Context: an optimization exercise on an open-source flow, tuned for small area and a short achievable clock period. The choices shown serve that exercise and are no tape-out recipe. The RTL was checked by simulation tests, not by an equivalence proof against the original design. No activity file was given, so power comes from the tool's default toggle rates.

==> flow/design.v, too long to show whole: its modules and the start of the top module <==
// module correlation_32: 1508 lines
// module argmin_16: 236 lines
// module fa_cell: 6 lines
// module xor_cell: 5 lines
// module ha_cell: 6 lines
// module RFCorrelator: 28 lines
module RFCorrelator(bit_stream, clk, reset, Target_Num,
num_1, num_2, num_3, num_4, num_5, num_6, num_7, num_8, num_9, num_10, num_11, num_12, num_13, num_14, num_15, num_16, Out_str);
  // ...
==> flow/flow/run.sh <==
#!/bin/bash
# The standard layout (standard.sh) with two changes:
#  - synthesis maps the logic with ABC scripts of our own (flow/abc_*.script):
#    the argmin module with flow/abc_argmin.script, everything else with
#    flow/abc_main.script. Everything else in synthesis is the standard flow's script
#    (synth_recipe.tcl), so the registers are the standard synthesis's.
#  - the port buffers are the smallest buffer (buf_1).
# Each tool's output goes to the ORFS logs under orfs/logs; make's own
# output goes to flow_make.log.
set -euo pipefail
W=$PWD
export MY_ABC_SCRIPT=$W/flow/abc_main.script
export MY_ABC_SEL_SCRIPT=$W/flow/abc_argmin.script
export BUFFER_PORTS_ARGS="-buffer_cell sky130_fd_sc_hd__buf_1"
cat > $W/my_synth.tcl <<EOF
proc abc {args} {
  set i [lsearch -exact \$args -script]
  if { \$i >= 0 } {
    set a1 \$args
    lset a1 [expr {\$i + 1}] \$::env(MY_ABC_SCRIPT)
    set a2 \$args
    lset a2 [expr {\$i + 1}] \$::env(MY_ABC_SEL_SCRIPT)
    yosys abc {*}\$a2 argmin_16
    yosys abc {*}\$a1
    return
  }
  yosys abc {*}\$args
}
source $W/synth_recipe.tcl
EOF
grep -q 'SYNTH_SCRIPT=[^ ]*synth_recipe.tcl' standard.sh
sed "s#SYNTH_SCRIPT=[^ ]*synth_recipe.tcl#SYNTH_SCRIPT=$W/my_synth.tcl#" standard.sh > my_standard.sh
bash my_standard.sh > flow_make.log 2>&1
==> flow/flow/abc_argmin.script <==
strash; dch; map; topo; buffer -c; upsize -c; dnsize -c; stime -c
==> flow/flow/abc_main.script <==
strash; dch; map -a; topo; stime -c
==> flow/standard.sh <==
#!/bin/bash
# synth_recipe.tcl (not shown) runs the flow's synth.tcl, then flattens the netlist and writes it again
# the make line also repeats each setting of config.mk as NAME=value (left out here)
make -C /OpenROAD-flow-scripts/flow DESIGN_CONFIG=/design/flow/config.mk WORK_HOME=/design/flow/orfs CLKGATE_MAP_FILE= SYNTH_SCRIPT=/design/flow/synth_recipe.tcl "${@:-finish}"
==> flow/config.mk <==
export PLATFORM = sky130hd
export DESIGN_NAME = RFCorrelator
export DESIGN_NICKNAME = RFCorrelator
export VERILOG_FILES = /design/flow/design.v
export SDC_FILE = /design/flow/constraint.sdc
export NUM_CORES = 4
export LEC_CHECK = 0
export ABC_AREA = 1
export CAP_MARGIN = 20
export CORE_MARGIN = 2
export CORE_UTILIZATION = 40
export PLACE_DENSITY = 0.6
export SLEW_MARGIN = 20
export SYNTH_HIERARCHICAL = 1
==> flow/constraint.sdc <==
create_clock -name core_clock -period 55.0 [get_ports {clk}]
set_input_delay 11.0000 -clock core_clock [delete_from_list [all_inputs] [get_ports {clk}]]
set_output_delay 11.0000 -clock core_clock [all_outputs]
set_load 0.01 [all_outputs]
==> summary.txt, run 1 <==
Routing
In the detailed route, the total length drawn on met2 is 36.5 mm. The via count of the routed design is between 15000 and 20000. The remaining antenna violation count after routing is 0. The wire length the detailed router placed on met1 is 32.6 mm.

Power
The analysis attributes to net switching a power of a little under 0.001 W. The power in the clock group is around 0.00012 W. Combinational cells consume a total of 0.00143 W. Ranked by power, first place goes to combinational logic.

After layout, the design draws a total of approximately 0.0018 W. Cell internal power was estimated by the tool at ~0.0008 W. The worst IR drop on VDD is just over 0.06 mV. For the sequential group, total power comes out at 0.000207 W.

Final layout
The fraction of cell area in non-clock buffers is 0.0938. The proportion of cell area occupied by multi-input gates is 0.681. The fraction of the core area covered by cells at the end of the flow is 0.479. The dominant kind of cell is multi-input gates. In the layout the commonest cells are 550 x sky130_fd_sc_hd__buf_1, 512 x sky130_fd_sc_hd__xor2_1, 416 x sky130_fd_sc_hd__fa_1, 146 x sky130_fd_sc_hd__nand2_1, 134 x sky130_fd_sc_hd__dfxtp_1.

The relative area of clock buffers and inverters in the final design is 0.0246. The plain and repair buffers instantiated in the layout total 583.

Die
Measured along the y axis, the die boundary spans between 200 and 250 um. The floorplan has between 80 and 90 rows. The floorplan die area is roughly 54000 sq um.

Yosys
The dominant cell by count in the synthesized netlist is sky130_fd_sc_hd__xor2_1. The mapped netlist covers about 21000 sq um. The number of different library cells used by synthesis comes to just over 60. The share of the synthesized area in compound gates (AO/OA/AOI/OAI) came to 0.0723. Synthesis produced 1800 cells.

The leading register cell type out of synthesis is sky130_fd_sc_hd__dfxtp_1. The top cell type by total area after synthesis is sky130_fd_sc_hd__fa_1. After synthesis, the most frequently instantiated cells are 512 x sky130_fd_sc_hd__xor2_1, 416 x sky130_fd_sc_hd__fa_1, 146 x sky130_fd_sc_hd__nand2_1, 134 x sky130_fd_sc_hd__dfxtp_1, 111 x sky130_fd_sc_hd__inv_1.

Global route
For this run, global-route usage on met3 was measured as 0.0607. Entering global routing, the biggest net connects 33 pins. The number of antenna violations at the first check in global routing is 0.

STA
The final count of hold timing violations is 0. Setup repair after global routing left no endpoint under its margin. Headroom to the max-slew limit came out at 0.495. The final-report max-slew violation count was 0.

Place
The placer congestion estimate is about 1. At the placement stage, the worst setup path has a slack of ~40 ns.

Critical path
The most numerous cell type found on the critical path is sky130_fd_sc_hd__nand2_1. The largest single stage delay on the critical path is ~0.47 ns. Together, buffers and inverters on the worst path number 1. Counting buffers and inverters, the worst setup path is 18 cells deep.

Clock network
The clock transition time at the flip-flop clock pins of the worst setup and hold paths is around 0.07 ns.

Status
The run finished with no timing, DRC or antenna violations.
==> run 2: changes to the inputs <==
==> flow/flow/abc_argmin.script (replaced) <==
strash; dch; map -a; topo; buffer -c; upsize -c; dnsize -c; stime -c
==> run 2 against run 1 <==
Largest power group unchanged. Critical path type unchanged. Count of clock-buffer cells in the layout unchanged. First-iteration DRC count down 6.1%. Synthesized area fell by 5.4%. Still clean. Sequential power down 3%. Maximum frequency decreased by 6.3%. Register-to-register slack better by 0.12 ns. Design area is 4.8% lower. Total power shrank 19%.
==> summary.txt, run 2 <==
STA
Setup repair after global routing left no endpoint under its margin. Setup violations remaining at the end of the flow were counted as 0. The upper clock frequency limit is between 0.06 and 0.07 GHz.

The part of the cycle the worst path needs is 0.294. For the final database, setup skew stands at around 0.016 ns. The actual transition at the worst max-transition pin is between 0.7 and 0.8 ns.

The relative max-transition margin is 0.467 (-0.0282). The final-report max-slew violation count is 0 (unchanged). The final count of hold timing violations was 0 (unchanged). The worst path needs roughly 16 ns of the cycle, external delays included. The aggregate negative setup slack is 0 ns.

Hold path
The end of the worst hold path is shift_reg[7]. The path type of the worst min-delay path is reg -> reg. Along the worst hold path, the cell count comes to 0.

The worst min-delay path startpoint is shift_reg[8].

Final layout
The synthesis-to-finish area growth is 18.8%. The fraction of the core area covered by cells at the end of the flow came to 0.481 (+0.00196). Leaving out filler cells and counting taps, the final layout contains around 2900. The repair_antennas step left the layout with diodes totalling 0. In the layout the commonest cells are 550 x sky130_fd_sc_hd__buf_1, 512 x sky130_fd_sc_hd__xor2_1, 416 x sky130_fd_sc_hd__fa_1, 134 x sky130_fd_sc_hd__dfxtp_1, 117 x sky130_fd_sc_hd__nand2_1. The register with the most flip-flops in the layout has 96 of them. In the final design database the tool counted roughly 3200 nets. The share of final-layout standard cells stronger than drive strength 1 is 0.0432. Leaving out fill and tap cells, the most frequent cell in the layout is sky130_fd_sc_hd__buf_1.

Power
The worst IR drop on VDD is 0.0693 mV (+13%). The internal power consumption was 0.000676 W (-14%). The clock network power share is 0.085. Of the total power, the share spent switching nets is 0.528. The sequential share of power is 0.140. The net switching power is 0.000755 W (-23%). For this design the ratio of total power to cell area is around 61 nW/um^2.

The share of total power dissipated in combinational logic is 0.775. The reported leakage power is about 9.5 nW.

Routing
For this run, design rule violations remaining after detail routing come to 0. The iteration count of the initial detailed-routing pass is 5. In the routed layout, each cell is associated on average with a via count of a little over 5.

The wire length reported by the detailed router is 71.6 mm. The violation count after the first detailed-routing iteration is 992. The via count of the routed design came to 14700 (-9.1%).

The average wire length per cell after detail routing is ~25 um. The remaining antenna violation count after routing came to 0 (unchanged).

Yosys
The XOR/XNOR share of the synthesized area is 0.227. Yosys mapped a number of flops with a built-in enable equal to 32. The share of the synthesized area in compound gates (AO/OA/AOI/OAI) is 0.0546 (-0.0177). The number of cells produced by synthesis is 1637 (-9.1%). The async set or reset register ratio after synthesis is 0. Yosys instantiated no cell more often than sky130_fd_sc_hd__xor2_1.

In the post-synthesis netlist, the biggest area contributors are sky130_fd_sc_hd__fa_1 42%, sky130_fd_sc_hd__xor2_1 23%, sky130_fd_sc_hd__dfxtp_1 14%. The number of distinct library cell variants in the gate-level netlist after synthesis came to 46 (-26%). In the synthesized netlist the dominant register cell turns out to be sky130_fd_sc_hd__dfxtp_1. In this run, synthesis produced a sequential element count of 166. Counting every net in the synthesized netlist gives 2649. The area share of fa/ha/maj cells after synthesis is 0.476.

The synthesized cell area is 19800 sq um (-5.4%). The mux cell area share after synthesis is 0. Of the total synthesized cell area, the portion taken by AND, OR, NAND and NOR gates is 0.0351. In the synthesized netlist, the cells that appear most often are 512 x sky130_fd_sc_hd__xor2_1, 416 x sky130_fd_sc_hd__fa_1, 134 x sky130_fd_sc_hd__dfxtp_1, 117 x sky130_fd_sc_hd__nand2_1, 90 x sky130_fd_sc_hd__inv_1.

The share of synthesized area in the top cell type comes to 0.421. The mean instance size in the synthesized netlist is roughly 12 sq um. Of the synthesized area, sequential elements account for 0.184.

Of all cell types, the one taking the most synthesized area is sky130_fd_sc_hd__fa_1. The number of synthesis warnings is 7. The combinational family with the most area after synthesis is adder cells.

Global route
The via count of the first global-routing pass is around 16000. The final global-route overflow total is 0. For this run, the total global-route usage over all layers was measured as 0.283.

The first-pass GRT wire length is between 100 and 150 mm. The number of antenna violations at the first check in global routing is 0 (unchanged). The largest net degree at the start of global routing is 33 (unchanged).

Status
The run finished with no timing, DRC or antenna violations.

Clock network
Gates resized during post-CTS repair numbered 0. TritonCTS built the clock tree. The clock latency at the later pin of the worst-skew pair is about 0.44 ns. The maximum root-to-sink buffer count is 2. The number of clock sinks seen by CTS is between 150 and 200.

The clock transition time at the flip-flop clock pins of the worst setup and hold paths is 0.07 ns (about the same). In this run the post-CTS setup repair buffer count came out at 0. CTS built an H-tree with a depth of 4.

In this run the clock root is driven by a sky130_fd_sc_hd__clkbuf_16. The hold buffer count at cts is 0. Buffers inserted during clock tree synthesis total 17.

Critical path
The endpoint identified for the worst register-to-register timing path is hdist_reg[10]. The cell with the biggest individual delay on the critical path is sky130_fd_sc_hd__o21ai_0. The kind of end point of the critical path is an output port. The buffering stage count on the worst path with inverters included came to 5 (+4). The data required time of the critical path is 44.00 ns. The delay of the slowest critical-path stage came to 0.46 ns (about the same).

The critical setup path kind is reg -> out. The worst flop-to-flop path startpoint is Target_Num[1]. Of all nets on the critical path, the largest fanout is 13. The worst setup path is launched from a register. The arrival time at the worst endpoint is roughly 5.2 ns. Broken down by cell family, the worst path's largest delay share belongs to compound AO/OA/AOI/OAI gates.

The length in cells of the worst reg-to-reg path is 11. The minimum setup slack among reg-to-reg paths is approximately 50 ns.

Die
The initial core utilization is 0.405. The die height came to 226 um (-2.7%). The floorplan die area was 51200 sq um (-5.3%). The horizontal die dimension is between 200 and 250 um. The area of the core is around 50000 sq um. For this design the top-level I/O count stands at roughly 550. The standard-cell row count is 81 (-2.4%).

Place
The placer congestion estimate was 0.923 (-7.5%). The count of port buffers added during placement is 550. The estimated wirelength of the detail-placed design is about 56 mm.

The post-placement cell count is 2876.

Flow run
The count of max-cap constraint violations is 0.
-- run 2: cell types whose count changed after synthesis, sizes merged, moves of 12 or more --
cell / delta
nand3: -59
nand2: -38
o21a: -12
o21ai: +17
o211ai: -20
inv: -16
nand4: -35
-- run 2: power by group through the flow --
| stage | logic (W) | registers [W] | clock network, W |
|---|---|---|---|
| finish | 0.00111 | 0.000200 | 0.000122 |
| global route | 0.00127 | 0.000205 | 0.000129 |
| CTS | 0.00112 | 0.000200 | 0.000124 |
| global placement | 0.00110 | 0.000202 | 0 |
| floorplan | 0.000781 | 0.000195 | 0 |
| detailed placement | 0.00111 | 0.000203 | 0 |
-- run 2: how the worst max path moves through the flow --
| stage | startpoint | to | slack (ns) | depth (start not counted) |
|---|---|---|---|---|
| final | hdist_reg[67] | Out_str[1] | 38.82 | 27 |
| after global routing | hdist_reg[67] | Out_str[1] | 38.25 | 28 |
| after CTS | hdist_reg[67] | Out_str[1] | 38.87 | 28 |
| after detailed placement | hdist_reg[67] | Out_str[1] | 39.35 | 28 |
| after global placement | hdist_reg[85] | Out_str[0] | 39.47 | 30 |
| after floorplan | num_2[12] | hdist_reg[10] | 40.40 | 10 |
-- run 2: per-module statistics from Yosys, one instance, submodules excluded, excerpt --
module,times used,cells
RFCorrelator,1,186
argmin_16,1,443
fa_cell,416,1
ha_cell,80,1
xor_cell,512,1
-- run 2: worst reg2reg max path, cell delays in order, from the launching register on --
cell and delay [ns]:
sky130_fd_sc_hd__edfxtp_1 0.40, sky130_fd_sc_hd__buf_4 0.49, sky130_fd_sc_hd__xor2_1 0.30, sky130_fd_sc_hd__fa_1 0.47, sky130_fd_sc_hd__fa_1 0.62, sky130_fd_sc_hd__fa_1 0.45
sky130_fd_sc_hd__ha_1 0.20, sky130_fd_sc_hd__fa_1 0.39, sky130_fd_sc_hd__fa_1 0.40, sky130_fd_sc_hd__fa_1 0.47, sky130_fd_sc_hd__ha_1 0.22, sky130_fd_sc_hd__ha_1 0.28
-- run 2: cell families after synthesis --
group,after synthesis
buf+inv,113
xor+xnor,512
flops,166
compound gates,169
simple gates,174
fa+ha+maj,503
-- run 2: stage by stage --
step | hold WS (ns) | total power, W | worst slack (ns) | area [sq um]
finish | 0.349 | 0.00143 | 38.82 | 23500
global route | 0.355 | 0.00160 | 38.25 | 23500
CTS | 0.347 | 0.00144 | 38.87 | 23500
detailed placement | 0.332 | 0.00131 | 39.35 | 22900
global placement | 0.332 | 0.00130 | 39.47 | 22900
floorplan | 0.327 | 0.000976 | 40.40 | 19800
-- run 2: final cells by class --
class / instances / area, sq um
Tap cell: 664 / 831
Clock inverter: 15 / 196
Multi-Input combinational cell: 1358 / 15700
Timing Repair Buffer: 583 / 2310
Sequential cell: 166 / 3640
Fill cell: 4533 / 25400
Clock buffer: 17 / 425
Inverter: 105 / 397
-- run 2: layer usage --
layer / track usage / routed length, um / vias up / part of all wire
li1: - / - / 6402 / -
met1: 0.360 / 28500 / 7530 / 0.40
met2: 0.482 / 35600 / 668 / 0.50
met3: 0.0613 / 5240 / 132 / 0.073
met4: 0.0900 / 2290 / 0 / 0.032
met5: 0 / 0 / - / 0

==> separate check: timing with driven ports <==
In the flow no input, the clock included, has a driving cell. The finished layouts below were timed again as built, in two steps.
Step 1: set_driving_cell puts a clkbuf_16 on clk and a buf_2 on each other input, an assumption about the parent block.
Step 2 also shifts input and output timing later by t, the mid clock arrival at the registers, as if the neighbouring blocks saw the same clock.
Three values: ideal ports, drivers, drivers and shift; two values: the first two.
| run | t (ns) | slack for setup (ns) | hold WS [ns] | worst slew at a driven data input, ns |
|---|---|---|---|---|
| run 1 | 0.493 | 39.835 / 39.780 / 39.947 | 0.350 / 0.350 / 0.350 | 0.12 |
| run 2 | 0.488 | 38.817 / 38.763 / 39.251 | 0.349 / 0.349 / 0.349 | 0.08 |
After both steps every run listed still meets setup and hold.
